Source: an optimization exercise on an open RTL-to-GDS flow (aim: small area). Production flows keep margins and buffers that such runs may drop. In this exercise RTL edits were held to simulation tests only and were not proved equivalent to the original. The flow treats the clock pin as an ideal source, which a real chip does not have. Power and IR drop assume default switching activity.

==> module game_fsm, before the edit <==
module game_fsm (
    input  wire       clk,
    input  wire       rst_n,
    input  wire       tick,
    input  wire [3:0] btn_evt,
    input  wire [1:0] lfsr_data,
    output wire       mem_write_en,
    output wire [5:0] mem_addr,
    output wire [1:0] mem_data_in,
    input  wire [1:0] mem_data_out,
    output wire [3:0] game_leds,
    output wire       led_success,
    output wire       led_fail,
    output wire [3:0] score_out
);
    localparam S_IDLE       = 4'd0;
    localparam S_IDLE_F     = 4'd1;
    localparam S_LVL_FIRST  = 4'd2;
    localparam S_LVL_NEXT   = 4'd3;
    localparam S_SHOW_DELAY = 4'd4;
    localparam S_LED_ON     = 4'd5;
    localparam S_LED_OFF    = 4'd6;
    localparam S_WAIT       = 4'd7;
    localparam S_CHECK_OK   = 4'd8;
    localparam S_CHECK_BAD  = 4'd9;
    localparam S_SUCCESS    = 4'd10;
    localparam S_FAIL       = 4'd11;
    localparam S_FAIL_WAIT  = 4'd12;
    reg [3:0] state;
    reg [6:0] timer;             
    reg [5:0] index;             
    reg [5:0] won;
    wire done = timer[6] & timer[5] & timer[4] & timer[1] & timer[0];
    wire last = (index == won) & ~(&won);
    wire any_btn = |btn_evt;
    reg [3:0] colour_leds;
    always @(*) begin
        case (mem_data_out)
            2'b00: colour_leds = 4'b0001;
            2'b01: colour_leds = 4'b0010;
            2'b10: colour_leds = 4'b0100;
            default: colour_leds = 4'b1000;
        endcase
    end
    wire bad = |(btn_evt & ~colour_leds);
    assign game_leds   = (state == S_LED_OFF) ? colour_leds :
                         {4{(state == S_FAIL_WAIT) & timer[3]}};
    assign led_success = (state == S_LVL_NEXT);
    assign led_fail    = (state == S_FAIL_WAIT) | (state == S_IDLE_F);
    assign score_out   = won[3:0];
    assign mem_write_en = (state == S_LVL_FIRST) | (state == S_LVL_NEXT);
    assign mem_addr     = index;
    assign mem_data_in  = lfsr_data;
    reg idx_clear, idx_inc;
    always @(*) begin
        idx_clear = 1'b0;
        idx_inc   = 1'b0;
        if (tick) begin
            case (state)
                S_IDLE, S_IDLE_F, S_LVL_FIRST, S_LVL_NEXT:
                    idx_clear = 1'b1;
                S_LED_OFF: begin
                    idx_clear = done & last;
                    idx_inc   = done & ~last;
                end
                S_CHECK_OK:
                    idx_inc = 1'b1;
                default: ;
            endcase
        end
    end
    wire timing     = (state == S_SHOW_DELAY) | (state == S_LED_OFF) | (state == S_FAIL_WAIT);
    wire timer_load = tick & ~timing;
    always @(posedge clk) begin
        timer <= timer_load ? ((state == S_FAIL) ? 7'd15 : 7'd65)
                            : timer + {6'd0, tick};
        index <= (index & {6{~idx_clear}}) + {5'd0, idx_inc};
    end
    always @(posedge clk or negedge rst_n) begin
        if (!rst_n) begin
            state <= S_IDLE;
            won   <= 6'd0;
        end else if (tick) begin
            case (state)
                S_IDLE, S_IDLE_F:
                    state <= any_btn ? S_LVL_FIRST : S_IDLE;
                S_LVL_FIRST, S_LVL_NEXT:
                    state <= S_SHOW_DELAY;
                S_SHOW_DELAY:
                    if (done) state <= S_LED_ON;
                S_LED_ON:
                    state <= S_LED_OFF;
                S_LED_OFF:
                    if (done) state <= last ? S_WAIT : S_LED_ON;
                S_WAIT:
                    if (any_btn) state <= bad ? S_CHECK_BAD : S_CHECK_OK;
                S_CHECK_OK:
                    state <= last ? S_SUCCESS : S_WAIT;
                S_CHECK_BAD:
                    state <= S_FAIL;
                S_SUCCESS: begin
                    won   <= index;      
                    state <= S_LVL_NEXT;
                end
                S_FAIL: begin
                    won   <= 6'd0;
                    state <= S_FAIL_WAIT;
                end
                S_FAIL_WAIT:
                    if (done) state <= S_IDLE_F;
                default:
                    state <= S_IDLE;
            endcase
        end
    end
endmodule
clock: 10.0 ns
lec_check: 0
cap_margin: 20
core_margin: 2
core_utilization: 40
slew_margin: 20
standard.sh (not shown) runs the stock make flow with config.mk's settings and CLKGATE_MAP_FILE= SYNTH_SCRIPT=/design/flow/synth_recipe.tcl, a recipe that flattens the netlist after the stock synthesis.
==> flow/flow/run.sh <==
#!/bin/bash
# Own layout flow: the standard flow (standard.sh) with three changes.
#  1. After the standard synthesis, the combinational logic is mapped again
#     by ABC for area (remap.tcl: &deepsyn, then dch and amap). &deepsyn is
#     randomised, so it runs with twelve seeds (four at a time) on the
#     standard netlist, and the smallest netlist is kept. The flip-flops are kept as they are, by instance name
#     and cell type.
#  2. CTS adds no dummy loads and uses clkbuf_8 buffers; after CTS each leaf
#     clock buffer, then the root, is shrunk to the smallest buffer whose flip-flop clock-pin
#     slew stays low (post_cts.tcl).
#  3. Ports are buffered with buf_1.
# Every tool's full output goes to a log of its own in this folder; ORFS also
# keeps each step's log under orfs/logs/.
set -euo pipefail
W=$(pwd)
RES=$W/orfs/results/sky130hd/simon_top/base

bash standard.sh "$RES/1_2_yosys.v" > make_synth.log 2>&1
cp "$RES/1_2_yosys.v" "$W/standard_1_2_yosys.v"

DONT_USE=$(sed -n '/DONT_USE_CELLS/,/^$/p' "$FLOW_HOME/platforms/sky130hd/config.mk" \
           | grep -oE 'sky130_fd_sc_hd__[a-z0-9_]+' | tr '\n' ' ')
LIB="$FLOW_HOME/platforms/sky130hd/lib/sky130_fd_sc_hd__tt_025C_1v80.lib"

area() { grep "Chip area for module" "$1.stat" | awk '{print $NF}'; }

best=""
best_area=""
for round in 1 2 3; do
  for s in 1 2 3 4; do
    seed=$(( (round - 1) * 4 + s ))
    REMAP_IN="$W/standard_1_2_yosys.v" REMAP_OUT="$W/remap_$seed.v" REMAP_LIB="$LIB" REMAP_T=60 \
    REMAP_SEED=$seed REMAP_DONT_USE="$DONT_USE" \
      yosys -c "$W/flow/remap.tcl" > "remap_$seed.log" 2>&1 &
  done
  wait
  for s in 1 2 3 4; do
    seed=$(( (round - 1) * 4 + s ))
    a=$(area "$W/remap_$seed.v")
    echo "round $round seed $seed area $a" >> remap_summary.log
    if [[ -z "$best_area" ]] || \
       awk -v a="$a" -v b="$best_area" 'BEGIN { exit !(a < b) }'; then
      best="$W/remap_$seed.v"; best_area=$a
    fi
  done
done
echo "kept $best ($best_area)" >> remap_summary.log
cp "$best" "$RES/1_2_yosys.v"

CTS="-sink_clustering_enable -repair_clock_nets -dont_use_dummy_load -buf_list {sky130_fd_sc_hd__clkbuf_8}"
bash standard.sh "CTS_ARGS=$CTS" "BUFFER_PORTS_ARGS=-buffer_cell sky130_fd_sc_hd__buf_1" \
    "POST_CTS_TCL=$W/flow/post_cts.tcl" finish > make_finish.log 2>&1
Other scripts of this flow, unchanged in this note and not shown: flow/flow/post_cts.tcl, flow/flow/remap.tcl
Then changed:
--- a/flow/design.v
+++ b/flow/design.v
@@ -126,15 +126,17 @@
     localparam S_CHECK_OK   = 4'd8;
     localparam S_CHECK_BAD  = 4'd9;
     localparam S_SUCCESS    = 4'd10;
     localparam S_FAIL       = 4'd11;
     localparam S_FAIL_WAIT  = 4'd12;
+    localparam S_FAIL_WAIT2 = 4'd13;
     reg [3:0] state;
-    reg [6:0] timer;             
+    reg [5:0] timer;             
     reg [5:0] index;             
     reg [5:0] won;
-    wire done = timer[6] & timer[5] & timer[4] & timer[1] & timer[0];
+    wire done = timer[5] & timer[4] & timer[1] & timer[0];
+    wire top  = &timer;
     wire last = (index == won) & ~(&won);
     wire any_btn = |btn_evt;
     reg [3:0] colour_leds;
     always @(*) begin
         case (mem_data_out)
@@ -144,13 +146,13 @@
             default: colour_leds = 4'b1000;
         endcase
     end
     wire bad = |(btn_evt & ~colour_leds);
     assign game_leds   = (state == S_LED_OFF) ? colour_leds :
-                         {4{(state == S_FAIL_WAIT) & timer[3]}};
+                         {4{((state == S_FAIL_WAIT) | (state == S_FAIL_WAIT2)) & timer[3]}};
     assign led_success = (state == S_LVL_NEXT);
-    assign led_fail    = (state == S_FAIL_WAIT) | (state == S_IDLE_F);
+    assign led_fail    = (state == S_FAIL_WAIT) | (state == S_FAIL_WAIT2) | (state == S_IDLE_F);
     assign score_out   = won[3:0];
     assign mem_write_en = (state == S_LVL_FIRST) | (state == S_LVL_NEXT);
     assign mem_addr     = index;
     assign mem_data_in  = lfsr_data;
     reg idx_clear, idx_inc;
@@ -169,15 +171,16 @@
                     idx_inc = 1'b1;
                 default: ;
             endcase
         end
     end
-    wire timing     = (state == S_SHOW_DELAY) | (state == S_LED_OFF) | (state == S_FAIL_WAIT);
+    wire timing     = (state == S_SHOW_DELAY) | (state == S_LED_OFF) |
+                      (state == S_FAIL_WAIT) | (state == S_FAIL_WAIT2);
     wire timer_load = tick & ~timing;
     always @(posedge clk) begin
-        timer <= timer_load ? ((state == S_FAIL) ? 7'd15 : 7'd65)
-                            : timer + {6'd0, tick};
+        timer <= timer_load ? ((state == S_FAIL) ? 6'd15 : 6'd1)
+                            : timer + {5'd0, tick};
         index <= (index & {6{~idx_clear}}) + {5'd0, idx_inc};
     end
     always @(posedge clk or negedge rst_n) begin
         if (!rst_n) begin
             state <= S_IDLE;
@@ -207,10 +210,12 @@
                 S_FAIL: begin
                     won   <= 6'd0;
                     state <= S_FAIL_WAIT;
                 end
                 S_FAIL_WAIT:
+                    if (top) state <= S_FAIL_WAIT2;
+                S_FAIL_WAIT2:
                     if (done) state <= S_IDLE_F;
                 default:
                     state <= S_IDLE;
             endcase
         end
=> The new run finished clean. Cell area barely changes. Synthesized area decreases by 0.52%. Hold slack gets worse by 26 ps. Non-clock buffer count goes up by 1. Die area drops by 0.50%. Via count went up by 2.2%. Wire length hardly moves. Cell count shrinks by 0.47%. Global-route usage went up by 0.33 points. Worst setup slack gets worse by 410 ps. Power grows by 0.80%. Utilization came out higher by 0.11 points. Clock-buffer cell count does not change.

afterwards: timing with drivers on the ports:
The results above use ideal ports. As a check the final layouts listed here were re-extracted and re-timed, cells and wires unchanged.
Step 1, drivers: a clkbuf_16 drives CLOCK_50 and a buf_2 each remaining input, both assumed.
Step 2 moves the port delays by t, midway between the first and last clock arrival at a register: inputs arrive t later, outputs are due t later. That takes back most of the time a late clock gives input paths.
Slacks: ideal ports / drivers / drivers and shift; pairs: ideal ports / drivers.
| run | shift t [ns] | slack for setup (ns) | worst setup path at the end | worst slew at a driven data input, ns |
|---|---|---|---|---|
| the first run | 0.414 | 6.015 / 5.981 / 6.395 | register to output | 0.04 |
| the second run | 0.572 | 5.605 / 5.575 / 6.147 | register to output | 0.03 |
After both steps setup and hold are still met in every run listed.
